Background: an optimization exercise with open tools, aiming at small area and a short achievable clock period. Do not read the settings as production practice. Only simulation tests tie the RTL to the original design; equivalence was not proved.

File: design.v
`timescale 1ns/1ns
module ParallelFIR(input wire clk,
                   input wire signed [7:0] x,
                   output reg signed [17:0] y);
  reg [7:0] x1, x2, x3, x4, x5, x6, x7, x8, x9, x10, x11, x12, x13, x14, x15, x16, x17;
  reg p4_0_0, p4_1_0, p4_1_1, p4_2_0, p4_2_1, p4_3_0, p4_3_1, p4_4_0, p4_4_1, p4_5_0, p4_5_1, p4_6_0, p4_6_1, p4_7_0, p4_7_1, p4_8_0, p4_8_1, p4_9_0, p4_9_1, p4_10_0, p4_10_1, p4_11_0, p4_11_1, p4_12_0, p3_0_0, p3_0_1, p3_1_0, p3_1_1, p3_2_0, p3_2_1, p3_3_0, p3_3_1, p3_4_0, p3_4_1, p3_5_0, p3_5_1, p3_6_0, p3_6_1, p3_7_0, p3_7_1, p3_8_0, p3_8_1, p3_9_0, p3_9_1, p3_10_0, p3_10_1, p3_11_0, p3_11_1, p3_12_0, p3_12_1, p3_13_0, p3_13_1, p3_14_0, p3_14_1, p2_0_0, p2_0_1, p2_1_0, p2_1_1, p2_2_0, p2_2_1, p2_3_0, p2_3_1, p2_4_0, p2_4_1, p2_5_0, p2_5_1, p2_6_0, p2_6_1, p2_7_0, p2_7_1, p2_8_0, p2_8_1, p2_9_0, p2_9_1, p2_10_0, p2_10_1, p2_11_0, p2_11_1, p2_12_0, p2_12_1, p2_13_0, p2_13_1, p2_14_0, p2_14_1, p2_15_0, p2_15_1, p2_16_0, p1_0_0, p1_0_1, p1_1_0, p1_1_1, p1_2_0, p1_2_1, p1_3_0, p1_3_1, p1_4_0, p1_4_1, p1_5_0, p1_5_1, p1_6_0, p1_6_1, p1_7_0, p1_7_1, p1_8_0, p1_8_1, p1_9_0, p1_9_1, p1_10_0, p1_10_1, p1_11_0, p1_11_1, p1_12_0, p1_12_1, p1_13_0, p1_13_1, p1_14_0, p1_14_1, p1_15_0, p1_15_1, p1_16_0, p1_16_1;
  wire [7:0] xo = {~x[7], x[6:0]};
  wire s1, c1;
  FullAdd u1 (.a(x12[2]), .b(x12[1]), .c(x15[3]), .s(s1), .co(c1));
  wire s2, c2;
  FullAdd u2 (.a(x12[3]), .b(x12[2]), .c(x12[0]), .s(s2), .co(c2));
  wire s3, c3;
  FullAdd u3 (.a(x13[1]), .b(x14[3]), .c(x14[1]), .s(s3), .co(c3));
  wire s4, c4;
  FullAdd u4 (.a(x12[4]), .b(x12[3]), .c(x12[1]), .s(s4), .co(c4));
  wire s5, c5;
  FullAdd u5 (.a(x13[2]), .b(x14[4]), .c(x14[2]), .s(s5), .co(c5));
  wire s6 = x15[5] ^ x16[4];
  wire c6 = x15[5] & x16[4];
  wire s7, c7;
  FullAdd u7 (.a(x12[5]), .b(x12[4]), .c(x12[2]), .s(s7), .co(c7));
  wire s8, c8;
  FullAdd u8 (.a(x13[3]), .b(x14[5]), .c(x14[3]), .s(s8), .co(c8));
  wire n9 = ~x17[5];
  wire s10, c10;
  FullAdd u10 (.a(x15[6]), .b(x16[5]), .c(n9), .s(s10), .co(c10));
  wire s11, c11;
  FullAdd u11 (.a(x12[6]), .b(x12[5]), .c(x12[3]), .s(s11), .co(c11));
  wire s12, c12;
  FullAdd u12 (.a(x13[4]), .b(x14[6]), .c(x14[4]), .s(s12), .co(c12));
  wire n13 = ~x17[6];
  wire s14, c14;
  FullAdd u14 (.a(x15[7]), .b(x16[6]), .c(n13), .s(s14), .co(c14));
  wire s15, c15;
  FullAdd u15 (.a(x12[7]), .b(x12[6]), .c(x12[4]), .s(s15), .co(c15));
  wire s16, c16;
  FullAdd u16 (.a(x13[5]), .b(x14[7]), .c(x14[5]), .s(s16), .co(c16));
  wire n17 = ~x17[7];
  wire s18 = x16[7] ^ n17;
  wire c18 = x16[7] & n17;
  wire s19 = x12[7] ^ x12[5];
  wire c19 = x12[7] & x12[5];
  wire s20 = x12[0] ^ x15[1];
  wire c20 = x12[0] & x15[1];
  wire s21, c21;
  FullAdd u21 (.a(x12[1]), .b(x12[0]), .c(x15[2]), .s(s21), .co(c21));
  wire n22 = ~x14[1];
  wire s23 = n22 ^ x16[1];
  wire c23 = n22 & x16[1];
  wire s24, c24;
  FullAdd u24 (.a(x13[0]), .b(x14[2]), .c(x14[0]), .s(s24), .co(c24));
  wire n25 = ~x17[2];
  wire s26, c26;
  FullAdd u26 (.a(x16[2]), .b(n25), .c(s1), .s(s26), .co(c26));
  wire s27, c27;
  FullAdd u27 (.a(x15[4]), .b(x16[3]), .c(c1), .s(s27), .co(c27));
  wire n28 = ~s2;
  wire s29, c29;
  FullAdd u29 (.a(x17[3]), .b(n28), .c(s3), .s(s29), .co(c29));
  wire s30, c30;
  FullAdd u30 (.a(s6), .b(c2), .c(s4), .s(s30), .co(c30));
  wire s31, c31;
  FullAdd u31 (.a(x17[4]), .b(c3), .c(s5), .s(s31), .co(c31));
  wire s32, c32;
  FullAdd u32 (.a(c6), .b(c4), .c(s7), .s(s32), .co(c32));
  wire n33 = ~s10;
  wire s34, c34;
  FullAdd u34 (.a(c5), .b(s8), .c(n33), .s(s34), .co(c34));
  wire s35, c35;
  FullAdd u35 (.a(c7), .b(c10), .c(s11), .s(s35), .co(c35));
  wire n36 = ~s14;
  wire s37, c37;
  FullAdd u37 (.a(c8), .b(s12), .c(n36), .s(s37), .co(c37));
  wire s38, c38;
  FullAdd u38 (.a(s18), .b(c11), .c(c14), .s(s38), .co(c38));
  wire n39 = ~s15;
  wire s40, c40;
  FullAdd u40 (.a(c12), .b(n39), .c(s16), .s(s40), .co(c40));
  wire s41, c41;
  FullAdd u41 (.a(s19), .b(c18), .c(c15), .s(s41), .co(c41));
  wire s42, c42;
  FullAdd u42 (.a(x13[6]), .b(x14[6]), .c(c16), .s(s42), .co(c42));
  wire n43 = ~x12[6];
  wire s44, c44;
  FullAdd u44 (.a(n43), .b(x13[7]), .c(x14[7]), .s(s44), .co(c44));
  wire s45 = x16[0] ^ s20;
  wire c45 = x16[0] & s20;
  wire s46, c46;
  FullAdd u46 (.a(c20), .b(s23), .c(s21), .s(s46), .co(c46));
  wire s47, c47;
  FullAdd u47 (.a(c23), .b(c21), .c(s26), .s(s47), .co(c47));
  wire n48 = ~c24;
  wire s49, c49;
  FullAdd u49 (.a(n48), .b(c26), .c(s27), .s(s49), .co(c49));
  wire n50 = ~s31;
  wire s51, c51;
  FullAdd u51 (.a(c27), .b(s30), .c(n50), .s(s51), .co(c51));
  wire n52 = ~c31;
  wire s53, c53;
  FullAdd u53 (.a(c30), .b(n52), .c(s32), .s(s53), .co(c53));
  wire n54 = ~c34;
  wire s55, c55;
  FullAdd u55 (.a(c32), .b(s35), .c(n54), .s(s55), .co(c55));
  wire n56 = ~c37;
  wire s57, c57;
  FullAdd u57 (.a(c35), .b(s38), .c(n56), .s(s57), .co(c57));
  wire n58 = ~s42;
  wire s59, c59;
  FullAdd u59 (.a(c38), .b(s41), .c(n58), .s(s59), .co(c59));
  wire n60 = ~s44;
  wire s61, c61;
  FullAdd u61 (.a(c19), .b(n60), .c(c41), .s(s61), .co(c61));
  wire n62 = ~x14[0];
  wire n63 = ~x17[0];
  wire s64 = n62 ^ n63;
  wire c64 = n62 & n63;
  wire n65 = ~x17[1];
  wire s66, c66;
  FullAdd u66 (.a(n65), .b(c45), .c(s46), .s(s66), .co(c66));
  wire n67 = ~s24;
  wire s68, c68;
  FullAdd u68 (.a(n67), .b(c46), .c(s47), .s(s68), .co(c68));
  wire n69 = ~s29;
  wire s70, c70;
  FullAdd u70 (.a(n69), .b(c47), .c(s49), .s(s70), .co(c70));
  wire n71 = ~c29;
  wire s72, c72;
  FullAdd u72 (.a(n71), .b(c49), .c(s51), .s(s72), .co(c72));
  wire n73 = ~s34;
  wire s74, c74;
  FullAdd u74 (.a(n73), .b(c51), .c(s53), .s(s74), .co(c74));
  wire n75 = ~s37;
  wire s76, c76;
  FullAdd u76 (.a(n75), .b(c53), .c(s55), .s(s76), .co(c76));
  wire n77 = ~s40;
  wire s78, c78;
  FullAdd u78 (.a(n77), .b(c55), .c(s57), .s(s78), .co(c78));
  wire n79 = ~c40;
  wire s80, c80;
  FullAdd u80 (.a(n79), .b(s59), .c(c57), .s(s80), .co(c80));
  wire n81 = ~c42;
  wire s82, c82;
  FullAdd u82 (.a(n81), .b(s61), .c(c59), .s(s82), .co(c82));
  wire n83 = ~c44;
  wire s84, c84;
  FullAdd u84 (.a(x12[7]), .b(n83), .c(c61), .s(s84), .co(c84));
  wire s85 = p4_4_0 ^ p4_4_1;
  wire c85 = p4_4_0 & p4_4_1;
  wire s86, c86;
  FullAdd u86 (.a(p4_5_0), .b(p4_5_1), .c(x9[4]), .s(s86), .co(c86));
  wire s87, c87;
  FullAdd u87 (.a(x9[1]), .b(x9[0]), .c(x10[2]), .s(s87), .co(c87));
  wire s88, c88;
  FullAdd u88 (.a(p4_6_0), .b(p4_6_1), .c(x9[5]), .s(s88), .co(c88));
  wire s89, c89;
  FullAdd u89 (.a(x9[2]), .b(x9[1]), .c(x10[3]), .s(s89), .co(c89));
  wire s90, c90;
  FullAdd u90 (.a(x10[0]), .b(x11[6]), .c(x11[5]), .s(s90), .co(c90));
  wire s91, c91;
  FullAdd u91 (.a(p4_7_0), .b(p4_7_1), .c(x9[6]), .s(s91), .co(c91));
  wire s92, c92;
  FullAdd u92 (.a(x9[3]), .b(x9[2]), .c(x10[4]), .s(s92), .co(c92));
  wire s93, c93;
  FullAdd u93 (.a(x10[1]), .b(x11[7]), .c(x11[6]), .s(s93), .co(c93));
  wire s94 = x12[5] ^ x12[3];
  wire c94 = x12[5] & x12[3];
  wire s95, c95;
  FullAdd u95 (.a(p4_8_0), .b(p4_8_1), .c(x9[7]), .s(s95), .co(c95));
  wire s96, c96;
  FullAdd u96 (.a(x9[4]), .b(x9[3]), .c(x10[5]), .s(s96), .co(c96));
  wire s97, c97;
  FullAdd u97 (.a(x10[2]), .b(x11[7]), .c(x11[5]), .s(s97), .co(c97));
  wire s98 = x12[6] ^ x12[4];
  wire c98 = x12[6] & x12[4];
  wire s99, c99;
  FullAdd u99 (.a(p4_9_0), .b(p4_9_1), .c(x9[5]), .s(s99), .co(c99));
  wire s100, c100;
  FullAdd u100 (.a(x9[4]), .b(x10[6]), .c(x12[7]), .s(s100), .co(c100));
  wire n101 = ~x10[3];
  wire n102 = ~x11[6];
  wire s103 = n101 ^ n102;
  wire c103 = n101 & n102;
  wire s104, c104;
  FullAdd u104 (.a(p4_10_0), .b(p4_10_1), .c(x9[6]), .s(s104), .co(c104));
  wire s105 = x9[5] ^ x10[7];
  wire c105 = x9[5] & x10[7];
  wire s106, c106;
  FullAdd u106 (.a(p4_3_0), .b(p4_3_1), .c(x9[2]), .s(s106), .co(c106));
  wire s107, c107;
  FullAdd u107 (.a(x9[3]), .b(x9[0]), .c(x10[1]), .s(s107), .co(c107));
  wire s108, c108;
  FullAdd u108 (.a(x11[4]), .b(x11[3]), .c(x11[1]), .s(s108), .co(c108));
  wire s109, c109;
  FullAdd u109 (.a(x11[5]), .b(x11[4]), .c(x11[2]), .s(s109), .co(c109));
  wire s110, c110;
  FullAdd u110 (.a(x12[3]), .b(x12[1]), .c(c85), .s(s110), .co(c110));
  wire s111 = s86 ^ s87;
  wire c111 = s86 & s87;
  wire s112, c112;
  FullAdd u112 (.a(x12[4]), .b(x12[2]), .c(c86), .s(s112), .co(c112));
  wire s113, c113;
  FullAdd u113 (.a(c87), .b(s88), .c(s89), .s(s113), .co(c113));
  wire s114, c114;
  FullAdd u114 (.a(x11[3]), .b(x11[1]), .c(s90), .s(s114), .co(c114));
  wire s115, c115;
  FullAdd u115 (.a(s94), .b(c88), .c(c89), .s(s115), .co(c115));
  wire s116, c116;
  FullAdd u116 (.a(x11[4]), .b(x11[2]), .c(c90), .s(s116), .co(c116));
  wire n117 = ~s93;
  wire s118, c118;
  FullAdd u118 (.a(s91), .b(s92), .c(n117), .s(s118), .co(c118));
  wire s119, c119;
  FullAdd u119 (.a(c94), .b(s98), .c(c91), .s(s119), .co(c119));
  wire s120, c120;
  FullAdd u120 (.a(c92), .b(s95), .c(s96), .s(s120), .co(c120));
  wire s121, c121;
  FullAdd u121 (.a(x11[3]), .b(c93), .c(s97), .s(s121), .co(c121));
  wire s122, c122;
  FullAdd u122 (.a(x12[5]), .b(c98), .c(s103), .s(s122), .co(c122));
  wire s123, c123;
  FullAdd u123 (.a(c95), .b(c96), .c(s99), .s(s123), .co(c123));
  wire n124 = ~s100;
  wire s125, c125;
  FullAdd u125 (.a(x11[4]), .b(c97), .c(n124), .s(s125), .co(c125));
  wire s126, c126;
  FullAdd u126 (.a(x10[4]), .b(x11[7]), .c(x11[5]), .s(s126), .co(c126));
  wire s127, c127;
  FullAdd u127 (.a(x12[6]), .b(s105), .c(c103), .s(s127), .co(c127));
  wire s128, c128;
  FullAdd u128 (.a(c99), .b(c100), .c(s104), .s(s128), .co(c128));
  wire s129, c129;
  FullAdd u129 (.a(p4_11_0), .b(p4_11_1), .c(x9[7]), .s(s129), .co(c129));
  wire s130, c130;
  FullAdd u130 (.a(x9[6]), .b(x12[7]), .c(c105), .s(s130), .co(c130));
  wire n131 = ~c104;
  wire s132, c132;
  FullAdd u132 (.a(x10[5]), .b(x11[6]), .c(n131), .s(s132), .co(c132));
  wire s133 = p4_12_0 ^ x9[7];
  wire c133 = p4_12_0 & x9[7];
  wire s134 = p4_1_0 ^ p4_1_1;
  wire c134 = p4_1_0 & p4_1_1;
  wire s135, c135;
  FullAdd u135 (.a(p4_2_0), .b(p4_2_1), .c(x9[1]), .s(s135), .co(c135));
  wire n136 = ~x11[2];
  wire n137 = ~x11[1];
  wire s138 = n136 ^ n137;
  wire c138 = n136 & n137;
  wire s139, c139;
  FullAdd u139 (.a(x11[3]), .b(x11[2]), .c(x11[0]), .s(s139), .co(c139));
  wire s140, c140;
  FullAdd u140 (.a(x10[0]), .b(x12[1]), .c(s106), .s(s140), .co(c140));
  wire s141, c141;
  FullAdd u141 (.a(x12[2]), .b(x12[0]), .c(s85), .s(s141), .co(c141));
  wire n142 = ~s108;
  wire s143, c143;
  FullAdd u143 (.a(c106), .b(s107), .c(n142), .s(s143), .co(c143));
  wire s144, c144;
  FullAdd u144 (.a(x11[0]), .b(c108), .c(s109), .s(s144), .co(c144));
  wire s145, c145;
  FullAdd u145 (.a(c107), .b(s110), .c(s111), .s(s145), .co(c145));
  wire s146, c146;
  FullAdd u146 (.a(c110), .b(c111), .c(s112), .s(s146), .co(c146));
  wire n147 = ~s113;
  wire s148, c148;
  FullAdd u148 (.a(c109), .b(n147), .c(s114), .s(s148), .co(c148));
  wire s149, c149;
  FullAdd u149 (.a(c112), .b(c113), .c(s115), .s(s149), .co(c149));
  wire n150 = ~s118;
  wire s151, c151;
  FullAdd u151 (.a(c114), .b(s116), .c(n150), .s(s151), .co(c151));
  wire s152, c152;
  FullAdd u152 (.a(c115), .b(s119), .c(s120), .s(s152), .co(c152));
  wire n153 = ~c118;
  wire s154, c154;
  FullAdd u154 (.a(c116), .b(s121), .c(n153), .s(s154), .co(c154));
  wire s155, c155;
  FullAdd u155 (.a(s122), .b(c119), .c(c120), .s(s155), .co(c155));
  wire n156 = ~s123;
  wire s157, c157;
  FullAdd u157 (.a(c121), .b(n156), .c(s125), .s(s157), .co(c157));
  wire s158, c158;
  FullAdd u158 (.a(c122), .b(s127), .c(c123), .s(s158), .co(c158));
  wire n159 = ~s128;
  wire s160, c160;
  FullAdd u160 (.a(s126), .b(n159), .c(c125), .s(s160), .co(c160));
  wire s161, c161;
  FullAdd u161 (.a(s129), .b(c127), .c(s130), .s(s161), .co(c161));
  wire n162 = ~c128;
  wire s163, c163;
  FullAdd u163 (.a(c126), .b(n162), .c(s132), .s(s163), .co(c163));
  wire s164, c164;
  FullAdd u164 (.a(s133), .b(c129), .c(c130), .s(s164), .co(c164));
  wire s165, c165;
  FullAdd u165 (.a(x10[6]), .b(x11[7]), .c(c132), .s(s165), .co(c165));
  wire s166 = x9[0] ^ s134;
  wire c166 = x9[0] & s134;
  wire s167, c167;
  FullAdd u167 (.a(x12[0]), .b(c134), .c(s138), .s(s167), .co(c167));
  wire s168, c168;
  FullAdd u168 (.a(c138), .b(c135), .c(s140), .s(s168), .co(c168));
  wire s169, c169;
  FullAdd u169 (.a(s141), .b(c140), .c(s143), .s(s169), .co(c169));
  wire s170, c170;
  FullAdd u170 (.a(c141), .b(c143), .c(s145), .s(s170), .co(c170));
  wire n171 = ~c144;
  wire s172, c172;
  FullAdd u172 (.a(n171), .b(c145), .c(s146), .s(s172), .co(c172));
  wire n173 = ~c148;
  wire s174, c174;
  FullAdd u174 (.a(c146), .b(s149), .c(n173), .s(s174), .co(c174));
  wire n175 = ~c151;
  wire s176, c176;
  FullAdd u176 (.a(c149), .b(s152), .c(n175), .s(s176), .co(c176));
  wire n177 = ~c154;
  wire s178, c178;
  FullAdd u178 (.a(c152), .b(s155), .c(n177), .s(s178), .co(c178));
  wire n179 = ~c157;
  wire s180, c180;
  FullAdd u180 (.a(c155), .b(s158), .c(n179), .s(s180), .co(c180));
  wire n181 = ~c160;
  wire s182, c182;
  FullAdd u182 (.a(s161), .b(c158), .c(n181), .s(s182), .co(c182));
  wire n183 = ~c163;
  wire s184, c184;
  FullAdd u184 (.a(c161), .b(s164), .c(n183), .s(s184), .co(c184));
  wire n185 = ~x10[7];
  wire s186, c186;
  FullAdd u186 (.a(n185), .b(c133), .c(c164), .s(s186), .co(c186));
  wire n187 = ~x11[0];
  wire s188 = n137 ^ n187;
  wire c188 = n137 & n187;
  wire s189, c189;
  FullAdd u189 (.a(s135), .b(c166), .c(s167), .s(s189), .co(c189));
  wire n190 = ~s139;
  wire s191, c191;
  FullAdd u191 (.a(n190), .b(c167), .c(s168), .s(s191), .co(c191));
  wire n192 = ~c139;
  wire s193, c193;
  FullAdd u193 (.a(n192), .b(c168), .c(s169), .s(s193), .co(c193));
  wire n194 = ~s144;
  wire s195, c195;
  FullAdd u195 (.a(n194), .b(c169), .c(s170), .s(s195), .co(c195));
  wire n196 = ~s148;
  wire s197, c197;
  FullAdd u197 (.a(n196), .b(c170), .c(s172), .s(s197), .co(c197));
  wire n198 = ~s151;
  wire s199, c199;
  FullAdd u199 (.a(n198), .b(c172), .c(s174), .s(s199), .co(c199));
  wire n200 = ~s154;
  wire s201, c201;
  FullAdd u201 (.a(n200), .b(c174), .c(s176), .s(s201), .co(c201));
  wire n202 = ~s157;
  wire s203, c203;
  FullAdd u203 (.a(n202), .b(c176), .c(s178), .s(s203), .co(c203));
  wire n204 = ~s160;
  wire s205, c205;
  FullAdd u205 (.a(n204), .b(c178), .c(s180), .s(s205), .co(c205));
  wire n206 = ~s163;
  wire s207, c207;
  FullAdd u207 (.a(n206), .b(c180), .c(s182), .s(s207), .co(c207));
  wire n208 = ~s165;
  wire s209, c209;
  FullAdd u209 (.a(n208), .b(c182), .c(s184), .s(s209), .co(c209));
  wire n210 = ~c165;
  wire s211, c211;
  FullAdd u211 (.a(n210), .b(s186), .c(c184), .s(s211), .co(c211));
  wire s212 = 1'b1 ^ p3_4_0;
  wire c212 = 1'b1 & p3_4_0;
  wire s213 = 1'b1 ^ p3_5_0 ^ p3_5_1;
  wire c213 = (1'b1 & p3_5_0) | (1'b1 & p3_5_1) | (p3_5_0 & p3_5_1);
  wire s214, c214;
  FullAdd u214 (.a(x7[2]), .b(x8[4]), .c(x8[1]), .s(s214), .co(c214));
  wire s215 = 1'b1 ^ p3_6_0 ^ p3_6_1;
  wire c215 = (1'b1 & p3_6_0) | (1'b1 & p3_6_1) | (p3_6_0 & p3_6_1);
  wire s216, c216;
  FullAdd u216 (.a(x7[3]), .b(x8[5]), .c(x8[2]), .s(s216), .co(c216));
  wire s217, c217;
  FullAdd u217 (.a(x6[6]), .b(x6[5]), .c(x6[3]), .s(s217), .co(c217));
  wire s218, c218;
  FullAdd u218 (.a(p3_7_0), .b(p3_7_1), .c(x7[4]), .s(s218), .co(c218));
  wire s219, c219;
  FullAdd u219 (.a(x8[6]), .b(x8[3]), .c(x8[2]), .s(s219), .co(c219));
  wire s220, c220;
  FullAdd u220 (.a(x6[7]), .b(x6[6]), .c(x6[4]), .s(s220), .co(c220));
  wire n221 = ~x6[2];
  wire n222 = ~x7[1];
  wire s223 = n221 ^ n222;
  wire c223 = n221 & n222;
  wire s224, c224;
  FullAdd u224 (.a(p3_8_0), .b(p3_8_1), .c(x7[5]), .s(s224), .co(c224));
  wire s225, c225;
  FullAdd u225 (.a(x8[7]), .b(x8[4]), .c(x8[3]), .s(s225), .co(c225));
  wire s226, c226;
  FullAdd u226 (.a(x6[7]), .b(x6[5]), .c(x6[3]), .s(s226), .co(c226));
  wire s227 = 1'b1 ^ p3_9_0 ^ p3_9_1;
  wire c227 = (1'b1 & p3_9_0) | (1'b1 & p3_9_1) | (p3_9_0 & p3_9_1);
  wire s228, c228;
  FullAdd u228 (.a(x7[6]), .b(x8[5]), .c(x8[4]), .s(s228), .co(c228));
  wire s229, c229;
  FullAdd u229 (.a(p3_10_0), .b(p3_10_1), .c(x7[7]), .s(s229), .co(c229));
  wire s230 = 1'b1 ^ p3_1_0;
  wire c230 = 1'b1 & p3_1_0;
  wire s231 = 1'b1 ^ p3_2_0 ^ p3_2_1;
  wire c231 = (1'b1 & p3_2_0) | (1'b1 & p3_2_1) | (p3_2_0 & p3_2_1);
  wire s232 = 1'b1 ^ p3_3_0 ^ p3_3_1;
  wire c232 = (1'b1 & p3_3_0) | (1'b1 & p3_3_1) | (p3_3_0 & p3_3_1);
  wire s233, c233;
  FullAdd u233 (.a(x6[3]), .b(x6[2]), .c(x6[0]), .s(s233), .co(c233));
  wire s234, c234;
  FullAdd u234 (.a(p3_4_1), .b(x7[1]), .c(x8[3]), .s(s234), .co(c234));
  wire s235, c235;
  FullAdd u235 (.a(x6[4]), .b(x6[3]), .c(x6[1]), .s(s235), .co(c235));
  wire s236 = x8[0] ^ s212;
  wire c236 = x8[0] & s212;
  wire s237, c237;
  FullAdd u237 (.a(x6[5]), .b(x6[4]), .c(x6[2]), .s(s237), .co(c237));
  wire s238, c238;
  FullAdd u238 (.a(x8[0]), .b(c212), .c(s213), .s(s238), .co(c238));
  wire n239 = ~s214;
  wire s240, c240;
  FullAdd u240 (.a(x6[0]), .b(x9[5]), .c(n239), .s(s240), .co(c240));
  wire s241, c241;
  FullAdd u241 (.a(x6[1]), .b(x7[0]), .c(x9[6]), .s(s241), .co(c241));
  wire s242, c242;
  FullAdd u242 (.a(x8[1]), .b(c213), .c(c214), .s(s242), .co(c242));
  wire n243 = ~s217;
  wire s244, c244;
  FullAdd u244 (.a(s215), .b(s216), .c(n243), .s(s244), .co(c244));
  wire s245, c245;
  FullAdd u245 (.a(x9[0]), .b(s223), .c(c215), .s(s245), .co(c245));
  wire s246, c246;
  FullAdd u246 (.a(c216), .b(s218), .c(s219), .s(s246), .co(c246));
  wire s247, c247;
  FullAdd u247 (.a(x9[7]), .b(c217), .c(s220), .s(s247), .co(c247));
  wire s248, c248;
  FullAdd u248 (.a(x9[1]), .b(c223), .c(c218), .s(s248), .co(c248));
  wire s249, c249;
  FullAdd u249 (.a(c219), .b(s224), .c(s225), .s(s249), .co(c249));
  wire s250, c250;
  FullAdd u250 (.a(x7[2]), .b(c220), .c(s226), .s(s250), .co(c250));
  wire s251, c251;
  FullAdd u251 (.a(x6[6]), .b(x6[4]), .c(x7[3]), .s(s251), .co(c251));
  wire s252, c252;
  FullAdd u252 (.a(x9[2]), .b(c224), .c(c225), .s(s252), .co(c252));
  wire n253 = ~c226;
  wire s254, c254;
  FullAdd u254 (.a(n253), .b(s227), .c(s228), .s(s254), .co(c254));
  wire s255, c255;
  FullAdd u255 (.a(x8[6]), .b(x8[5]), .c(x9[3]), .s(s255), .co(c255));
  wire s256, c256;
  FullAdd u256 (.a(x6[7]), .b(x6[5]), .c(x7[4]), .s(s256), .co(c256));
  wire s257, c257;
  FullAdd u257 (.a(c227), .b(c228), .c(s229), .s(s257), .co(c257));
  wire s258 = 1'b1 ^ p3_11_0 ^ p3_11_1;
  wire c258 = (1'b1 & p3_11_0) | (1'b1 & p3_11_1) | (p3_11_0 & p3_11_1);
  wire s259, c259;
  FullAdd u259 (.a(x8[7]), .b(x8[6]), .c(x9[4]), .s(s259), .co(c259));
  wire n260 = ~c229;
  wire s261, c261;
  FullAdd u261 (.a(x6[6]), .b(x7[5]), .c(n260), .s(s261), .co(c261));
  wire s262 = 1'b1 ^ p3_12_0 ^ p3_12_1;
  wire c262 = (1'b1 & p3_12_0) | (1'b1 & p3_12_1) | (p3_12_0 & p3_12_1);
  wire n263 = ~x8[7];
  wire s264, c264;
  FullAdd u264 (.a(x6[7]), .b(x7[6]), .c(n263), .s(s264), .co(c264));
  wire s265 = 1'b1 ^ p3_0_0;
  wire c265 = 1'b1 & p3_0_0;
  wire s266, c266;
  FullAdd u266 (.a(x6[1]), .b(x6[0]), .c(x9[1]), .s(s266), .co(c266));
  wire s267 = p3_1_1 ^ x8[0];
  wire c267 = p3_1_1 & x8[0];
  wire s268, c268;
  FullAdd u268 (.a(x6[2]), .b(x6[1]), .c(x9[2]), .s(s268), .co(c268));
  wire s269, c269;
  FullAdd u269 (.a(x8[1]), .b(c230), .c(s231), .s(s269), .co(c269));
  wire s270, c270;
  FullAdd u270 (.a(x7[0]), .b(x8[2]), .c(c231), .s(s270), .co(c270));
  wire n271 = ~s232;
  wire s272, c272;
  FullAdd u272 (.a(x9[3]), .b(n271), .c(s233), .s(s272), .co(c272));
  wire s273, c273;
  FullAdd u273 (.a(x9[4]), .b(c233), .c(s235), .s(s273), .co(c273));
  wire s274, c274;
  FullAdd u274 (.a(c232), .b(s234), .c(s236), .s(s274), .co(c274));
  wire s275, c275;
  FullAdd u275 (.a(c234), .b(c236), .c(s238), .s(s275), .co(c275));
  wire s276, c276;
  FullAdd u276 (.a(c235), .b(s237), .c(s240), .s(s276), .co(c276));
  wire s277, c277;
  FullAdd u277 (.a(c237), .b(s241), .c(c240), .s(s277), .co(c277));
  wire s278, c278;
  FullAdd u278 (.a(c238), .b(s242), .c(s244), .s(s278), .co(c278));
  wire s279, c279;
  FullAdd u279 (.a(c242), .b(s245), .c(s246), .s(s279), .co(c279));
  wire n280 = ~c244;
  wire s281, c281;
  FullAdd u281 (.a(c241), .b(s247), .c(n280), .s(s281), .co(c281));
  wire s282, c282;
  FullAdd u282 (.a(c245), .b(c246), .c(s248), .s(s282), .co(c282));
  wire n283 = ~s249;
  wire s284, c284;
  FullAdd u284 (.a(c247), .b(n283), .c(s250), .s(s284), .co(c284));
  wire s285, c285;
  FullAdd u285 (.a(c248), .b(c249), .c(s252), .s(s285), .co(c285));
  wire n286 = ~s254;
  wire s287, c287;
  FullAdd u287 (.a(s251), .b(c250), .c(n286), .s(s287), .co(c287));
  wire s288, c288;
  FullAdd u288 (.a(s255), .b(c252), .c(c254), .s(s288), .co(c288));
  wire n289 = ~s257;
  wire s290, c290;
  FullAdd u290 (.a(c251), .b(s256), .c(n289), .s(s290), .co(c290));
  wire s291, c291;
  FullAdd u291 (.a(c255), .b(s258), .c(s259), .s(s291), .co(c291));
  wire n292 = ~c257;
  wire s293, c293;
  FullAdd u293 (.a(c256), .b(n292), .c(s261), .s(s293), .co(c293));
  wire s294, c294;
  FullAdd u294 (.a(x9[5]), .b(c258), .c(c259), .s(s294), .co(c294));
  wire n295 = ~s262;
  wire s296, c296;
  FullAdd u296 (.a(n295), .b(s264), .c(c261), .s(s296), .co(c296));
  wire s297, c297;
  FullAdd u297 (.a(p3_13_0), .b(p3_13_1), .c(x9[6]), .s(s297), .co(c297));
  wire n298 = ~c262;
  wire s299, c299;
  FullAdd u299 (.a(x7[7]), .b(n298), .c(c264), .s(s299), .co(c299));
  wire s300 = 1'b1 ^ p3_14_0 ^ p3_14_1;
  wire c300 = (1'b1 & p3_14_0) | (1'b1 & p3_14_1) | (p3_14_0 & p3_14_1);
  wire n301 = ~p3_0_1;
  wire n302 = ~x6[0];
  wire s303 = n301 ^ n302;
  wire c303 = n301 & n302;
  wire s304, c304;
  FullAdd u304 (.a(c265), .b(s267), .c(s230), .s(s304), .co(c304));
  wire n305 = ~c267;
  wire s306, c306;
  FullAdd u306 (.a(n305), .b(c266), .c(s268), .s(s306), .co(c306));
  wire n307 = ~c268;
  wire s308, c308;
  FullAdd u308 (.a(n307), .b(c269), .c(s270), .s(s308), .co(c308));
  wire n309 = ~c270;
  wire s310, c310;
  FullAdd u310 (.a(n309), .b(s273), .c(c272), .s(s310), .co(c310));
  wire n311 = ~c273;
  wire s312, c312;
  FullAdd u312 (.a(n311), .b(c274), .c(s275), .s(s312), .co(c312));
  wire n313 = ~c275;
  wire s314, c314;
  FullAdd u314 (.a(n313), .b(c276), .c(s277), .s(s314), .co(c314));
  wire n315 = ~c277;
  wire s316, c316;
  FullAdd u316 (.a(n315), .b(s279), .c(c278), .s(s316), .co(c316));
  wire n317 = ~c281;
  wire s318, c318;
  FullAdd u318 (.a(c279), .b(s282), .c(n317), .s(s318), .co(c318));
  wire n319 = ~c284;
  wire s320, c320;
  FullAdd u320 (.a(c282), .b(s285), .c(n319), .s(s320), .co(c320));
  wire n321 = ~c287;
  wire s322, c322;
  FullAdd u322 (.a(c285), .b(s288), .c(n321), .s(s322), .co(c322));
  wire n323 = ~c290;
  wire s324, c324;
  FullAdd u324 (.a(s291), .b(c288), .c(n323), .s(s324), .co(c324));
  wire n325 = ~c293;
  wire s326, c326;
  FullAdd u326 (.a(c291), .b(s294), .c(n325), .s(s326), .co(c326));
  wire n327 = ~s299;
  wire s328, c328;
  FullAdd u328 (.a(s297), .b(c294), .c(n327), .s(s328), .co(c328));
  wire s329, c329;
  FullAdd u329 (.a(x9[7]), .b(c297), .c(s300), .s(s329), .co(c329));
  wire s330 = s265 ^ s303;
  wire c330 = s265 & s303;
  wire n331 = ~s266;
  wire s332, c332;
  FullAdd u332 (.a(c303), .b(n331), .c(s304), .s(s332), .co(c332));
  wire n333 = ~s306;
  wire s334, c334;
  FullAdd u334 (.a(c304), .b(n333), .c(s269), .s(s334), .co(c334));
  wire n335 = ~s308;
  wire s336, c336;
  FullAdd u336 (.a(c306), .b(s272), .c(n335), .s(s336), .co(c336));
  wire n337 = ~s310;
  wire s338, c338;
  FullAdd u338 (.a(s274), .b(c308), .c(n337), .s(s338), .co(c338));
  wire n339 = ~s312;
  wire s340, c340;
  FullAdd u340 (.a(c310), .b(s276), .c(n339), .s(s340), .co(c340));
  wire n341 = ~s314;
  wire s342, c342;
  FullAdd u342 (.a(s278), .b(c312), .c(n341), .s(s342), .co(c342));
  wire n343 = ~s316;
  wire s344, c344;
  FullAdd u344 (.a(s281), .b(c314), .c(n343), .s(s344), .co(c344));
  wire n345 = ~s284;
  wire s346, c346;
  FullAdd u346 (.a(n345), .b(c316), .c(s318), .s(s346), .co(c346));
  wire n347 = ~s287;
  wire s348, c348;
  FullAdd u348 (.a(n347), .b(c318), .c(s320), .s(s348), .co(c348));
  wire n349 = ~s290;
  wire s350, c350;
  FullAdd u350 (.a(n349), .b(c320), .c(s322), .s(s350), .co(c350));
  wire n351 = ~s293;
  wire s352, c352;
  FullAdd u352 (.a(n351), .b(c322), .c(s324), .s(s352), .co(c352));
  wire n353 = ~s296;
  wire s354, c354;
  FullAdd u354 (.a(n353), .b(c324), .c(s326), .s(s354), .co(c354));
  wire n355 = ~c296;
  wire s356, c356;
  FullAdd u356 (.a(n355), .b(s328), .c(c326), .s(s356), .co(c356));
  wire n357 = ~c299;
  wire s358, c358;
  FullAdd u358 (.a(n357), .b(s329), .c(c328), .s(s358), .co(c358));
  wire s359 = 1'b1 ^ c300 ^ c329;
  wire c359 = (1'b1 & c300) | (1'b1 & c329) | (c300 & c329);
  wire s360 = p2_3_0 ^ x1[2];
  wire c360 = p2_3_0 & x1[2];
  wire s361, c361;
  FullAdd u361 (.a(p2_4_1), .b(x1[3]), .c(x2[4]), .s(s361), .co(c361));
  wire s362, c362;
  FullAdd u362 (.a(x5[3]), .b(x5[2]), .c(x5[0]), .s(s362), .co(c362));
  wire s363, c363;
  FullAdd u363 (.a(p2_5_0), .b(x1[4]), .c(x2[5]), .s(s363), .co(c363));
  wire s364, c364;
  FullAdd u364 (.a(x5[4]), .b(x5[3]), .c(x5[1]), .s(s364), .co(c364));
  wire s365 = x6[3] ^ x6[1];
  wire c365 = x6[3] & x6[1];
  wire s366, c366;
  FullAdd u366 (.a(p2_6_1), .b(x1[5]), .c(x2[6]), .s(s366), .co(c366));
  wire s367, c367;
  FullAdd u367 (.a(x5[5]), .b(x5[4]), .c(x5[2]), .s(s367), .co(c367));
  wire s368, c368;
  FullAdd u368 (.a(p2_6_0), .b(x3[5]), .c(x3[3]), .s(s368), .co(c368));
  wire s369, c369;
  FullAdd u369 (.a(p2_7_0), .b(x1[6]), .c(x2[7]), .s(s369), .co(c369));
  wire s370, c370;
  FullAdd u370 (.a(x5[6]), .b(x5[5]), .c(x5[3]), .s(s370), .co(c370));
  wire s371, c371;
  FullAdd u371 (.a(p2_7_1), .b(x3[6]), .c(x3[4]), .s(s371), .co(c371));
  wire s372, c372;
  FullAdd u372 (.a(p2_8_1), .b(x1[7]), .c(x5[7]), .s(s372), .co(c372));
  wire s373, c373;
  FullAdd u373 (.a(x5[6]), .b(x5[4]), .c(x6[6]), .s(s373), .co(c373));
  wire n374 = ~p2_8_0;
  wire n375 = ~x3[7];
  wire s376 = n374 ^ n375;
  wire c376 = n374 & n375;
  wire s377, c377;
  FullAdd u377 (.a(p2_9_0), .b(p2_9_1), .c(x5[7]), .s(s377), .co(c377));
  wire s378, c378;
  FullAdd u378 (.a(p2_2_0), .b(p2_2_1), .c(x1[1]), .s(s378), .co(c378));
  wire s379, c379;
  FullAdd u379 (.a(x2[3]), .b(x5[2]), .c(x5[1]), .s(s379), .co(c379));
  wire s380, c380;
  FullAdd u380 (.a(p2_3_1), .b(x3[2]), .c(x3[0]), .s(s380), .co(c380));
  wire s381, c381;
  FullAdd u381 (.a(p2_4_0), .b(x3[3]), .c(x3[1]), .s(s381), .co(c381));
  wire s382, c382;
  FullAdd u382 (.a(x6[2]), .b(x6[0]), .c(c360), .s(s382), .co(c382));
  wire s383 = s361 ^ s362;
  wire c383 = s361 & s362;
  wire s384, c384;
  FullAdd u384 (.a(p2_5_1), .b(x3[4]), .c(x3[2]), .s(s384), .co(c384));
  wire s385, c385;
  FullAdd u385 (.a(s365), .b(c361), .c(c362), .s(s385), .co(c385));
  wire n386 = ~x4[2];
  wire s387, c387;
  FullAdd u387 (.a(n386), .b(s363), .c(s364), .s(s387), .co(c387));
  wire s388, c388;
  FullAdd u388 (.a(x6[4]), .b(x6[2]), .c(c365), .s(s388), .co(c388));
  wire s389, c389;
  FullAdd u389 (.a(c363), .b(c364), .c(s366), .s(s389), .co(c389));
  wire n390 = ~s367;
  wire s391, c391;
  FullAdd u391 (.a(x4[3]), .b(n390), .c(s368), .s(s391), .co(c391));
  wire s392, c392;
  FullAdd u392 (.a(x6[5]), .b(x6[3]), .c(c366), .s(s392), .co(c392));
  wire s393, c393;
  FullAdd u393 (.a(c367), .b(s369), .c(s370), .s(s393), .co(c393));
  wire s394, c394;
  FullAdd u394 (.a(x4[4]), .b(c368), .c(s371), .s(s394), .co(c394));
  wire s395, c395;
  FullAdd u395 (.a(x6[4]), .b(s376), .c(c369), .s(s395), .co(c395));
  wire s396, c396;
  FullAdd u396 (.a(x3[5]), .b(x4[5]), .c(c371), .s(s396), .co(c396));
  wire s397, c397;
  FullAdd u397 (.a(c370), .b(s372), .c(s373), .s(s397), .co(c397));
  wire s398, c398;
  FullAdd u398 (.a(x5[5]), .b(x6[7]), .c(x6[5]), .s(s398), .co(c398));
  wire s399, c399;
  FullAdd u399 (.a(c376), .b(c372), .c(c373), .s(s399), .co(c399));
  wire n400 = ~s377;
  wire s401, c401;
  FullAdd u401 (.a(x3[6]), .b(x4[6]), .c(n400), .s(s401), .co(c401));
  wire s402, c402;
  FullAdd u402 (.a(p2_10_0), .b(p2_10_1), .c(x5[6]), .s(s402), .co(c402));
  wire n403 = ~x6[6];
  wire s404, c404;
  FullAdd u404 (.a(x3[7]), .b(x4[7]), .c(n403), .s(s404), .co(c404));
  wire s405, c405;
  FullAdd u405 (.a(p2_1_0), .b(p2_1_1), .c(x1[0]), .s(s405), .co(c405));
  wire s406, c406;
  FullAdd u406 (.a(x2[2]), .b(x5[1]), .c(x5[0]), .s(s406), .co(c406));
  wire s407 = x6[0] ^ s378;
  wire c407 = x6[0] & s378;
  wire s408, c408;
  FullAdd u408 (.a(x6[1]), .b(s360), .c(c378), .s(s408), .co(c408));
  wire n409 = ~s379;
  wire s410, c410;
  FullAdd u410 (.a(x4[0]), .b(n409), .c(s380), .s(s410), .co(c410));
  wire s411, c411;
  FullAdd u411 (.a(x4[1]), .b(c380), .c(s381), .s(s411), .co(c411));
  wire s412, c412;
  FullAdd u412 (.a(c379), .b(s382), .c(s383), .s(s412), .co(c412));
  wire s413, c413;
  FullAdd u413 (.a(c382), .b(c383), .c(s385), .s(s413), .co(c413));
  wire n414 = ~s387;
  wire s415, c415;
  FullAdd u415 (.a(c381), .b(s384), .c(n414), .s(s415), .co(c415));
  wire s416, c416;
  FullAdd u416 (.a(s388), .b(c385), .c(c387), .s(s416), .co(c416));
  wire n417 = ~s389;
  wire s418, c418;
  FullAdd u418 (.a(c384), .b(n417), .c(s391), .s(s418), .co(c418));
  wire s419, c419;
  FullAdd u419 (.a(c388), .b(c389), .c(s392), .s(s419), .co(c419));
  wire n420 = ~s393;
  wire s421, c421;
  FullAdd u421 (.a(n420), .b(s394), .c(c391), .s(s421), .co(c421));
  wire s422, c422;
  FullAdd u422 (.a(c392), .b(c393), .c(s395), .s(s422), .co(c422));
  wire n423 = ~s397;
  wire s424, c424;
  FullAdd u424 (.a(c394), .b(s396), .c(n423), .s(s424), .co(c424));
  wire s425, c425;
  FullAdd u425 (.a(s398), .b(c395), .c(c397), .s(s425), .co(c425));
  wire n426 = ~s399;
  wire s427, c427;
  FullAdd u427 (.a(c396), .b(n426), .c(s401), .s(s427), .co(c427));
  wire s428, c428;
  FullAdd u428 (.a(c398), .b(c377), .c(s402), .s(s428), .co(c428));
  wire n429 = ~c399;
  wire s430, c430;
  FullAdd u430 (.a(s404), .b(n429), .c(c401), .s(s430), .co(c430));
  wire s431, c431;
  FullAdd u431 (.a(p2_11_0), .b(p2_11_1), .c(x5[7]), .s(s431), .co(c431));
  wire n432 = ~c404;
  wire s433, c433;
  FullAdd u433 (.a(x6[7]), .b(c402), .c(n432), .s(s433), .co(c433));
  wire s434 = x2[1] ^ x5[0];
  wire c434 = x2[1] & x5[0];
  wire s435, c435;
  FullAdd u435 (.a(c405), .b(s406), .c(s407), .s(s435), .co(c435));
  wire s436, c436;
  FullAdd u436 (.a(c406), .b(c407), .c(s408), .s(s436), .co(c436));
  wire n437 = ~c408;
  wire s438, c438;
  FullAdd u438 (.a(n437), .b(s411), .c(c410), .s(s438), .co(c438));
  wire n439 = ~c411;
  wire s440, c440;
  FullAdd u440 (.a(n439), .b(c412), .c(s413), .s(s440), .co(c440));
  wire n441 = ~c415;
  wire s442, c442;
  FullAdd u442 (.a(c413), .b(s416), .c(n441), .s(s442), .co(c442));
  wire n443 = ~c418;
  wire s444, c444;
  FullAdd u444 (.a(c416), .b(s419), .c(n443), .s(s444), .co(c444));
  wire n445 = ~c421;
  wire s446, c446;
  FullAdd u446 (.a(c419), .b(s422), .c(n445), .s(s446), .co(c446));
  wire n447 = ~c424;
  wire s448, c448;
  FullAdd u448 (.a(c422), .b(s425), .c(n447), .s(s448), .co(c448));
  wire n449 = ~c427;
  wire s450, c450;
  FullAdd u450 (.a(s428), .b(c425), .c(n449), .s(s450), .co(c450));
  wire s451, c451;
  FullAdd u451 (.a(s431), .b(c428), .c(s433), .s(s451), .co(c451));
  wire s452, c452;
  FullAdd u452 (.a(p2_12_0), .b(p2_12_1), .c(c431), .s(s452), .co(c452));
  wire s453 = p2_0_0 ^ x2[0];
  wire c453 = p2_0_0 & x2[0];
  wire n454 = ~x3[0];
  wire s455, c455;
  FullAdd u455 (.a(n454), .b(s434), .c(s405), .s(s455), .co(c455));
  wire n456 = ~x3[1];
  wire s457, c457;
  FullAdd u457 (.a(n456), .b(c434), .c(s435), .s(s457), .co(c457));
  wire n458 = ~s410;
  wire s459, c459;
  FullAdd u459 (.a(n458), .b(c435), .c(s436), .s(s459), .co(c459));
  wire n460 = ~s438;
  wire s461, c461;
  FullAdd u461 (.a(s412), .b(c436), .c(n460), .s(s461), .co(c461));
  wire n462 = ~s440;
  wire s463, c463;
  FullAdd u463 (.a(c438), .b(s415), .c(n462), .s(s463), .co(c463));
  wire n464 = ~s418;
  wire s465, c465;
  FullAdd u465 (.a(n464), .b(c440), .c(s442), .s(s465), .co(c465));
  wire n466 = ~s421;
  wire s467, c467;
  FullAdd u467 (.a(n466), .b(c442), .c(s444), .s(s467), .co(c467));
  wire n468 = ~s424;
  wire s469, c469;
  FullAdd u469 (.a(n468), .b(c444), .c(s446), .s(s469), .co(c469));
  wire n470 = ~s427;
  wire s471, c471;
  FullAdd u471 (.a(n470), .b(c446), .c(s448), .s(s471), .co(c471));
  wire n472 = ~s430;
  wire s473, c473;
  FullAdd u473 (.a(n472), .b(c448), .c(s450), .s(s473), .co(c473));
  wire n474 = ~c430;
  wire s475, c475;
  FullAdd u475 (.a(n474), .b(s451), .c(c450), .s(s475), .co(c475));
  wire s476, c476;
  FullAdd u476 (.a(s452), .b(c433), .c(c451), .s(s476), .co(c476));
  wire s477, c477;
  FullAdd u477 (.a(p2_13_0), .b(p2_13_1), .c(c452), .s(s477), .co(c477));
  wire s478 = p2_14_0 ^ p2_14_1;
  wire c478 = p2_14_0 & p2_14_1;
  wire s479 = p2_15_0 ^ p2_15_1;
  wire c479 = p2_15_0 & p2_15_1;
  wire s480 = p1_1_0 ^ p1_1_1;
  wire c480 = p1_1_0 & p1_1_1;
  wire n481 = ~x1[1];
  wire s482, c482;
  FullAdd u482 (.a(p1_2_0), .b(p1_2_1), .c(n481), .s(s482), .co(c482));
  wire n483 = ~x1[2];
  wire s484, c484;
  FullAdd u484 (.a(p1_3_0), .b(p1_3_1), .c(n483), .s(s484), .co(c484));
  wire n485 = ~x1[3];
  wire s486, c486;
  FullAdd u486 (.a(p1_4_0), .b(p1_4_1), .c(n485), .s(s486), .co(c486));
  wire n487 = ~p1_5_0;
  wire s488, c488;
  FullAdd u488 (.a(n487), .b(p1_5_1), .c(x1[4]), .s(s488), .co(c488));
  wire n489 = ~p1_6_1;
  wire s490, c490;
  FullAdd u490 (.a(p1_6_0), .b(n489), .c(x1[5]), .s(s490), .co(c490));
  wire n491 = ~x1[6];
  wire s492, c492;
  FullAdd u492 (.a(p1_7_0), .b(p1_7_1), .c(n491), .s(s492), .co(c492));
  wire n493 = ~x1[7];
  wire s494, c494;
  FullAdd u494 (.a(p1_8_0), .b(p1_8_1), .c(n493), .s(s494), .co(c494));
  wire s495 = p1_9_0 ^ p1_9_1;
  wire c495 = p1_9_0 & p1_9_1;
  wire s496 = p1_10_0 ^ p1_10_1;
  wire c496 = p1_10_0 & p1_10_1;
  wire s497 = p1_11_0 ^ p1_11_1;
  wire c497 = p1_11_0 & p1_11_1;
  wire s498 = p1_12_0 ^ p1_12_1;
  wire c498 = p1_12_0 & p1_12_1;
  wire s499 = p1_13_0 ^ p1_13_1;
  wire c499 = p1_13_0 & p1_13_1;
  wire s500 = p1_14_0 ^ p1_14_1;
  wire c500 = p1_14_0 & p1_14_1;
  wire s501 = p1_15_0 ^ p1_15_1;
  wire c501 = p1_15_0 & p1_15_1;
  wire s502 = p1_16_0 ^ p1_16_1;
  wire c502 = p1_16_0 & p1_16_1;
  wire [17:0] r0 = {c502, c501, c500, c499, c498, c497, c496, c495, c494, c492, ~c490, ~c488, c486, c484, c482, c480, s480, p1_0_0};
  wire [17:0] r1 = {1'b1, s502, s501, s500, s499, s498, s497, s496, s495, s494, s492, ~s490, ~s488, s486, s484, s482, ~x1[0], ~p1_0_1};
  always @(posedge clk) begin
    x1 <= xo;
    x2 <= x1;
    x3 <= x2;
    x4 <= x3;
    x5 <= x4;
    x6 <= x5;
    x7 <= x6;
    x8 <= x7;
    x9 <= x8;
    x10 <= x9;
    x11 <= x10;
    x12 <= x11;
    x13 <= x12;
    x14 <= x13;
    x15 <= x14;
    x16 <= x15;
    x17 <= x16;
    p4_0_0 <= x15[0];
    p4_1_0 <= s64;
    p4_1_1 <= s45;
    p4_2_0 <= c64;
    p4_2_1 <= s66;
    p4_3_0 <= c66;
    p4_3_1 <= s68;
    p4_4_0 <= c68;
    p4_4_1 <= s70;
    p4_5_0 <= c70;
    p4_5_1 <= s72;
    p4_6_0 <= c72;
    p4_6_1 <= s74;
    p4_7_0 <= c74;
    p4_7_1 <= s76;
    p4_8_0 <= c76;
    p4_8_1 <= s78;
    p4_9_0 <= c78;
    p4_9_1 <= s80;
    p4_10_0 <= c80;
    p4_10_1 <= s82;
    p4_11_0 <= c82;
    p4_11_1 <= s84;
    p4_12_0 <= c84;
    p3_0_0 <= p4_0_0;
    p3_0_1 <= x11[0];
    p3_1_0 <= s188;
    p3_1_1 <= s166;
    p3_2_0 <= c188;
    p3_2_1 <= s189;
    p3_3_0 <= c189;
    p3_3_1 <= s191;
    p3_4_0 <= c191;
    p3_4_1 <= s193;
    p3_5_0 <= c193;
    p3_5_1 <= s195;
    p3_6_0 <= c195;
    p3_6_1 <= s197;
    p3_7_0 <= c197;
    p3_7_1 <= s199;
    p3_8_0 <= c199;
    p3_8_1 <= s201;
    p3_9_0 <= c201;
    p3_9_1 <= s203;
    p3_10_0 <= c203;
    p3_10_1 <= s205;
    p3_11_0 <= c205;
    p3_11_1 <= s207;
    p3_12_0 <= c207;
    p3_12_1 <= s209;
    p3_13_0 <= c209;
    p3_13_1 <= s211;
    p3_14_0 <= c211;
    p3_14_1 <= c186;
    p2_0_0 <= s330;
    p2_0_1 <= x9[0];
    p2_1_0 <= c330;
    p2_1_1 <= s332;
    p2_2_0 <= c332;
    p2_2_1 <= s334;
    p2_3_0 <= c334;
    p2_3_1 <= s336;
    p2_4_0 <= c336;
    p2_4_1 <= s338;
    p2_5_0 <= c338;
    p2_5_1 <= s340;
    p2_6_0 <= c340;
    p2_6_1 <= s342;
    p2_7_0 <= c342;
    p2_7_1 <= s344;
    p2_8_0 <= c344;
    p2_8_1 <= s346;
    p2_9_0 <= c346;
    p2_9_1 <= s348;
    p2_10_0 <= c348;
    p2_10_1 <= s350;
    p2_11_0 <= c350;
    p2_11_1 <= s352;
    p2_12_0 <= c352;
    p2_12_1 <= s354;
    p2_13_0 <= c354;
    p2_13_1 <= s356;
    p2_14_0 <= c356;
    p2_14_1 <= s358;
    p2_15_0 <= c358;
    p2_15_1 <= s359;
    p2_16_0 <= c359;
    p1_0_0 <= s453;
    p1_0_1 <= p2_0_1;
    p1_1_0 <= c453;
    p1_1_1 <= s455;
    p1_2_0 <= c455;
    p1_2_1 <= s457;
    p1_3_0 <= c457;
    p1_3_1 <= s459;
    p1_4_0 <= c459;
    p1_4_1 <= s461;
    p1_5_0 <= c461;
    p1_5_1 <= s463;
    p1_6_0 <= c463;
    p1_6_1 <= s465;
    p1_7_0 <= c465;
    p1_7_1 <= s467;
    p1_8_0 <= c467;
    p1_8_1 <= s469;
    p1_9_0 <= c469;
    p1_9_1 <= s471;
    p1_10_0 <= c471;
    p1_10_1 <= s473;
    p1_11_0 <= c473;
    p1_11_1 <= s475;
    p1_12_0 <= c475;
    p1_12_1 <= s476;
    p1_13_0 <= c476;
    p1_13_1 <= s477;
    p1_14_0 <= c477;
    p1_14_1 <= s478;
    p1_15_0 <= c478;
    p1_15_1 <= s479;
    p1_16_0 <= c479;
    p1_16_1 <= p2_16_0;
    y <= r0 + r1;
  end
endmodule
module FullAdd(input wire a, input wire b, input wire c,
               output wire s, output wire co);
  assign s = a ^ b ^ c;
  assign co = (a & b) | (a & c) | (b & c);
endmodule
File: flow/run.sh
#!/bin/bash
# The standard layout with three changes to how it is made (the SDC and
# its clock period are unchanged): repair_timing keeps extra setup margin, so
# that it sizes the design for a shorter achieved period; the clock tree uses
# larger clusters and no dummy loads; the port buffers are buf_2 cells.
# Each tool's output is in the ORFS logs; make's output is in standard.log.
set -e
export SETUP_SLACK_MARGIN=7.7
export CTS_ARGS="-sink_clustering_enable -repair_clock_nets -dont_use_dummy_load -buf_list sky130_fd_sc_hd__clkbuf_16 -sink_clustering_size 30 -sink_clustering_max_diameter 200"
export BUFFER_PORTS_ARGS="-buffer_cell sky130_fd_sc_hd__buf_2"
bash standard.sh > standard.log 2>&1
File: standard.sh
#!/bin/bash
# synth_recipe.tcl (not shown) runs the flow's synth.tcl, then flattens the netlist and writes it again
# the make line also repeats each setting of config.mk as NAME=value (left out here)
make -C /OpenROAD-flow-scripts/flow DESIGN_CONFIG=/design/flow/config.mk WORK_HOME=/design/flow/orfs CLKGATE_MAP_FILE= SYNTH_SCRIPT=/design/flow/synth_recipe.tcl "${@:-finish}"
File: config.mk
export PLATFORM = sky130hd
export DESIGN_NAME = ParallelFIR
export DESIGN_NICKNAME = ParallelFIR
export VERILOG_FILES = /design/flow/design.v
export SDC_FILE = /design/flow/constraint.sdc
export NUM_CORES = 4
export LEC_CHECK = 0
export CAP_MARGIN = 20
export CORE_MARGIN = 2
export CORE_UTILIZATION = 65
export SLEW_MARGIN = 20
export SYNTH_HIERARCHICAL = 1
export SYNTH_MINIMUM_KEEP_SIZE = 0
File: constraint.sdc
create_clock -name core_clock -period 11.0 [get_ports {clk}]
set_input_delay 2.2000 -clock core_clock [delete_from_list [all_inputs] [get_ports {clk}]]
set_output_delay 2.2000 -clock core_clock [all_outputs]
set_load 0.01 [all_outputs]
==> run_results.csv, run 1 <==
group,metric,value,unit
outcome,outcome,"no timing/DRC/antenna violations",
global_route,grt_pass1_vias,7603,
final_layout,multi_input_area,7520,sq um
timing,max_freq,313,MHz
floorplanning,coreArea,20400,sq um
logic_synthesis,syn_area_per_cell,14.9,sq um
route,routed_via_density,5.11,
final_layout,regArea,5410,sq um
timing,max-slew-margin-rel,61.4,%
placed_design,portBuffers,26,
floorplanning,io_pins,27,
logic_synthesis,synth_cells,912,
clock_tree,cts_buffer_depth,3,
logic_synthesis,ys_seq_area_share,39.7,%
clock_tree,clk_latency,0.48,ns
floorplanning,num_rows,52,
timing,setup_violations,0,
worst_setup_path,critPathRequiredTime,11.36,ns
logic_synthesis,synth_edf_count,0,
final_layout,area_growth,5.64,%
timing,rsz0062_at_grt,"no",
worst_setup_path,cp_cell_sequence,"fa_1 -> fa_1 -> fa_1 -> fa_1 -> fa_1",
logic_synthesis,syn_nets,1293,
global_route,antenna_found_initial,0,
timing,drv_slew,0,
timing,period_minus_slack,3.20,ns
route,drc_errors,0,
worst_setup_path,critPathKind,"reg -> reg",
worst_hold_path,hold_path_class,"reg -> reg",
final_layout,fillers,1418,
job,drv_cap,0,
timing,setup_tns,0,ns
worst_setup_path,cpPeakStageDelay,0.68,ns
final_layout,n_antenna_cell,0,
worst_setup_path,worstPathArrival,3.56,ns
route,drtAntennaViolNets,0,
global_route,grt_start_max_net_pins,31,
route,first_pass_iters,6,
route,wirelength,21.8,mm
worst_setup_path,crit_buf_inv,0,
placed_design,gp_congestion,0.854,
floorplanning,die_h,149,um
logic_synthesis,ys_ff_latch,270,
logic_synthesis,synth.distinct_cells,36,
worst_setup_path,crit_top_cell,"fa_1",
clock_tree,cts_tree,"built",
global_route,grt_usage,23.1,%
worst_setup_path,cp-start-kind,"flip-flop",
worst_setup_path,critical_path.max_fanout,6,
timing,clock-skew-final,0.0250,ns
worst_setup_path,endpoint_kind,"flip-flop",
timing,tightest_slew,0.575,ns
placed_design,dp_hpwl,18.1,mm
clock_tree,cts.repair.resized,0,
timing,hold_viol_final,0,
worst_setup_path,crit_slowest_cell,"dfxtp_1",
route,route.vias.total,6235,
global_route,overflow,0,
worst_setup_path,path_delay_family,"adder cells",
floorplanning,start_util,66.7,%
clock_tree,path_clk_slew,0.12,ns
clock_tree,cts_hold_buf,0,
clock_tree,cts-root-buf,"clkbuf_16",
logic_synthesis,ys_async_sr_fraction,0,%
logic_synthesis,netlist_area,13600,sq um
logic_synthesis,synthFlopType,"dfxtp_1",
final_layout,layout-drive-gt1-share,4.74,%
timing,min_period_over_period,29.1,%
floorplanning,die_area,22100,sq um
final_layout,nets,1333,
clock_tree,cts_made_buffers,12,
clock_tree,cts.sinks,270,
route,wl_per_cell,17.9,um
route,detail_route.iter0.violations,184,
logic_synthesis,ys_warn_count,7,
clock_tree,cts_setup_buffers,0,
global_route,grt_pass1_wl,38.7,mm
floorplanning,fp.dieW,149,um
clock_tree,h-tree-depth,1,
==> cell usage after synthesis, drive strengths merged, types with 2 or more instances <==
cell type / count / share of area [%]
inv: 188 / 5.2
nor3: 2 / 0.073
nand2: 5 / 0.16
xnor2: 9 / 0.58
nand3: 2 / 0.11
fa: 305 / 45
nand2b: 2 / 0.092
o21ai: 5 / 0.18
a211oi: 5 / 0.31
a211o: 2 / 0.13
ha: 67 / 6.2
nor2: 6 / 0.17
a21o: 8 / 0.44
xor2: 4 / 0.26
dfxtp: 270 / 40
o211ai: 3 / 0.17
a21oi: 12 / 0.44
nand4: 2 / 0.092
and3: 2 / 0.17
==> modules after synthesis (local to each module, per instance) <==
module / copies in the design / cell area, sq um / cells inside / flip-flops and latches
ParallelFIR: 1 / 7540 / 608 / 270
FullAdd: 304 / 20.0 / 1 / 0
==> area by class of cell <==
cell class / count / area share (%)
Inverter: 188 / 4.90
Tap cell: 270 / 2.35
Sequential cell: 270 / 37.5
Multi-Input combinational cell: 454 / 52.2
Clock buffer: 12 / 2.09
Timing Repair Buffer: 26 / 0.904
==> layout by cell type (no fill, tap or decap), types with 2 or more instances in the layout <==
cell type and count:
dfxtp_1 270, clkbuf_16 12, fa_1 305, xor2_1 4, a211o_1 2, and3_4 2
o21ai_1 4, xnor2_1 9, a21oi_1 12, inv_1 188, nand2b_1 2, nand2_1 4
a21o_1 8, buf_2 26, o211ai_1 3, nand4_1 2, nor2_1 6, ha_1 67
nor3_1 2, a211oi_1 4
==> routing by layer <==
layer	GRT usage, %	vias up	routed length [um]
met1	30.6	3340	8980
met4	4.86	0	450
met5	0	-	0
met3	3.00	23	608
li1	-	2798	-
met2	41.6	74	11800
==> stage by stage <==
step           util (%)  area [sq um]  cells  hold WS (ns)  setup WS [ns]
2_1_floorplan         -         13600    912         0.310           8.06
3_3_place_gp       69.0         14100   1208         0.312           7.88
3_5_place_dp       69.0         14100   1208         0.314           7.81
4_1_cts            70.5         14400   1220         0.339           7.79
5_1_grt            70.5         14400   1220         0.346           7.71
6_report           70.5         14400   1220         0.338           7.80
==> worst paths after layout <==
path	start	to	cells after the start	slack, ns
setup / recovery	x9[4]	p3_8_1	5	7.80
hold / removal	x15[0]	x16[0]	0	0.34
setup reg to reg	x9[4]	p3_8_1	5	7.80
hold reg to reg	x15[0]	x16[0]	0	0.34
==> state kept, by name, indices dropped and copies added, names as in the netlist, 8 cells and up <==
name	cells
x1	8
x10	8
x11	8
x12	8
x13	8
x14	8
x15	8
x16	8
x17	8
x2	8
x3	8
x4	8
x5	8
x6	8
x7	8
x8	8
x9	8
y	18
==> cells by family after synthesis <==
group	count (synthesis)	share of synthesized area, %
adders and majority gates	372	51.0
DFF	270	39.7
buffers and inverters	188	5.18
AOI/OAI and AO/OA	43	2.19
and+or+nand+nor	25	1.11
xor gates and xnor gates	13	0.835
muxes	1	0.0735
==> inputs of run 2 (changes only) <==
--- a/flow/run.sh
+++ b/flow/run.sh
@@ -5,7 +5,7 @@
 # larger clusters and no dummy loads; the port buffers are buf_2 cells.
 # Each tool's output is in the ORFS logs; make's output is in standard.log.
 set -e
-export SETUP_SLACK_MARGIN=7.7
+export SETUP_SLACK_MARGIN=8.2
 export CTS_ARGS="-sink_clustering_enable -repair_clock_nets -dont_use_dummy_load -buf_list sky130_fd_sc_hd__clkbuf_16 -sink_clustering_size 30 -sink_clustering_max_diameter 200"
 export BUFFER_PORTS_ARGS="-buffer_cell sky130_fd_sc_hd__buf_2"
 bash standard.sh > standard.log 2>&1
--- a/config.mk
+++ b/config.mk
@@ -7,7 +7,7 @@
 export LEC_CHECK = 0
 export CAP_MARGIN = 20
 export CORE_MARGIN = 2
-export CORE_UTILIZATION = 65
+export CORE_UTILIZATION = 50
 export SLEW_MARGIN = 20
 export SYNTH_HIERARCHICAL = 1
 export SYNTH_MINIMUM_KEEP_SIZE = 0
==> run_results.csv, run 2 <==
group,metric,value,unit
outcome,outcome,"no timing/DRC/antenna violations",
final_layout,nets,1378,
timing,max_freq,319,MHz
placed_design,portBuffers,26,
worst_setup_path,reg2reg_slack,8.01,ns
worst_setup_path,critPathKind,"reg -> out",
worst_setup_path,cpPeakStageDelay,0.34,ns
floorplanning,num_rows,60,
route,first_pass_iters,4,
global_route,grt_pass1_vias,7601,
route,drc_errors,0,
route,wl_per_cell,16.4,um
worst_setup_path,critical_path.max_fanout,1,
final_layout,fillers,2213,
floorplanning,die_h,169,um
logic_synthesis,synth.most_common_cell,"fa_1",
logic_synthesis,synth_cells,912,
logic_synthesis,ys_seq_area_share,39.7,%
route,routed_via_density,4.74,
clock_tree,h-tree-depth,1,
route,wirelength,21.9,mm
final_layout,layout-drive-gt1-share,24.2,%
clock_tree,clk_latency,0.49,ns
placed_design,dp_hpwl,17.8,mm
timing,max-slew-margin-rel,55.4,%
logic_synthesis,ys_warn_count,7,
route,detail_route.iter0.violations,244,
global_route,overflow,0,
worst_hold_path,hold_path_class,"reg -> reg",
global_route,grt_start_max_net_pins,31,
worst_setup_path,cp_cell_sequence,"buf_6",
worst_setup_path,endpoint_kind,"primary output",
clock_tree,cts.sinks,270,
logic_synthesis,synth-compound-area-share,2.19,%
clock_tree,cts_tree,"built",
worst_setup_path,critPathCapture,"y[12]",
logic_synthesis,synth.area.top_cells,"fa_1 45%, dfxtp_1 40%, ha_1 6.2%",
clock_tree,cts-root-buf,"clkbuf_16",
placed_design,pre_cts_ws,7.98,ns
final_layout,n_antenna_cell,0,
logic_synthesis,synth-simple-area-share,1.11,%
logic_synthesis,netlist_area,13600,sq um
floorplanning,start_util,50.7,%
worst_setup_path,cp-start-kind,"flip-flop",
final_layout,regMostFlops,"y",
timing,period_minus_slack,3.13,ns
logic_synthesis,synth_top_area_cell,"fa_1",
timing,hold_viol_final,0,
worst_setup_path,critPathRequiredTime,8.80,ns
timing,tightest_slew,0.662,ns
floorplanning,fp.dieW,169,um
logic_synthesis,synth_xor_area_share,0.835,%
worst_setup_path,path_delay_family,"flip-flops",
worst_setup_path,worstPathArrival,0.93,ns
timing,finalWorstSetupSlack,7.87,ns
logic_synthesis,synthFlopType,"dfxtp_1",
logic_synthesis,synth.distinct_cells,36,
worst_setup_path,crit_slowest_cell,"dfxtp_2",
worst_setup_path,r2r_start,"x8[6]",
final_layout,final_common_cell,"fa_1",
clock_tree,path_clk_slew,0.11,ns
logic_synthesis,muxShareOfSynthArea,0.0734,%
placed_design,gp_congestion,0.764,
logic_synthesis,ys_async_sr_fraction,0,%
worst_setup_path,crit_buf_inv,1,
timing,clock-skew-final,0.0301,ns
job,drv_cap,0,
global_route,antenna_found_initial,0,
worst_setup_path,startpoint,"y[12]",
-- run 2: cell counts after synthesis --
Identical to the previous run, type by type.
-- run 2: cells by family after synthesis --
family	after synthesis
buffers and inverters	188
flip-flops	270
AO/OA/AOI/OAI	43
adder cells (fa/ha/maj)	372
AND/OR/NAND/NOR	25
multiplexers	1
XOR/XNOR	13
-- run 2: per-stage QoR --
step                hold slack, ns  instances  util, %  instance area (sq um)
global route                 0.353       1336     56.6                  15200
CTS                          0.346       1318     55.7                  15000
global placement             0.311       1279     52.9                  14200
detailed placement           0.319       1279     52.9                  14200
finish                       0.339       1336     56.6                  15200
floorplan                    0.310        912        -                  13700
-- run 2: area by class of cell --
cell class                      instances  area [sq um]  area share [%]
Multi-Input combinational cell        454          7700            50.6
Sequential cell                       270          5580            36.7
Inverter                              188           706            4.64
Timing Repair Buffer                   71           493            3.24
Tap cell                              341           427            2.80
Clock buffer                           12           300            1.97
-- run 2: worst min-delay path by stage --
stage	startpoint	to	slack (ns)	cells past startpoint
final	p2_16_0	p1_16_1	0.34	0
after global placement	x15[0]	x16[0]	0.31	0
after floorplan	p2_16_0	p1_16_1	0.31	0
after detailed placement	p2_16_0	p1_16_1	0.32	0
after CTS	p2_16_0	p1_16_1	0.35	0
after global routing	p2_16_0	p1_16_1	0.35	0
-- run 2: layer usage --
metal	up-vias	wire length, um	GRT usage (%)
met5	-	0	0
met4	0	451	3.60
met3	24	405	1.78
met2	51	11300	30.8
met1	3375	9650	24.6
li1	2887	-	-
-- run 2: timing repair --
action,in CTS,in global routing
pin swaps,32,39
buffers inserted,27,18
endpoints found under the setup margin,57,56
gates resized for setup,119,58
-- run 2: Yosys stat by module (local to each module, per instance) --
module / area (sq um) / flops+latches
FullAdd: 20.0 / 0
ParallelFIR: 7540 / 270

-- what the ideal ports hide --
The results above use ideal ports. As a check the final layouts listed here were re-extracted and re-timed, cells and wires unchanged.
Step 1: set_driving_cell puts a clkbuf_16 on clk and a buf_2 on each other input, an assumption about the parent block.
Step 2, shift: input delay + t, output delay - t, t = (earliest + latest rising clock arrival at the registers) / 2. This alone moves slack from input paths to output paths.
Three values: ideal, step 1, step 2; two values: the first two.
| run | t, ns | setup slack, ns | latest minus earliest clock arrival (ns) | worst data-port slew with drivers (ns) | cell pins on the clock port's net |
|---|---|---|---|---|---|
| run 1 | 0.519 | 7.804 / 7.804 / 7.804 | 0.026 / 0.026 | 0.03 | 1 |
| run 2 | 0.526 | 7.866 / 7.818 / 8.007 | 0.031 / 0.031 | 0.03 | 1 |
After both steps every run listed still meets setup and hold.
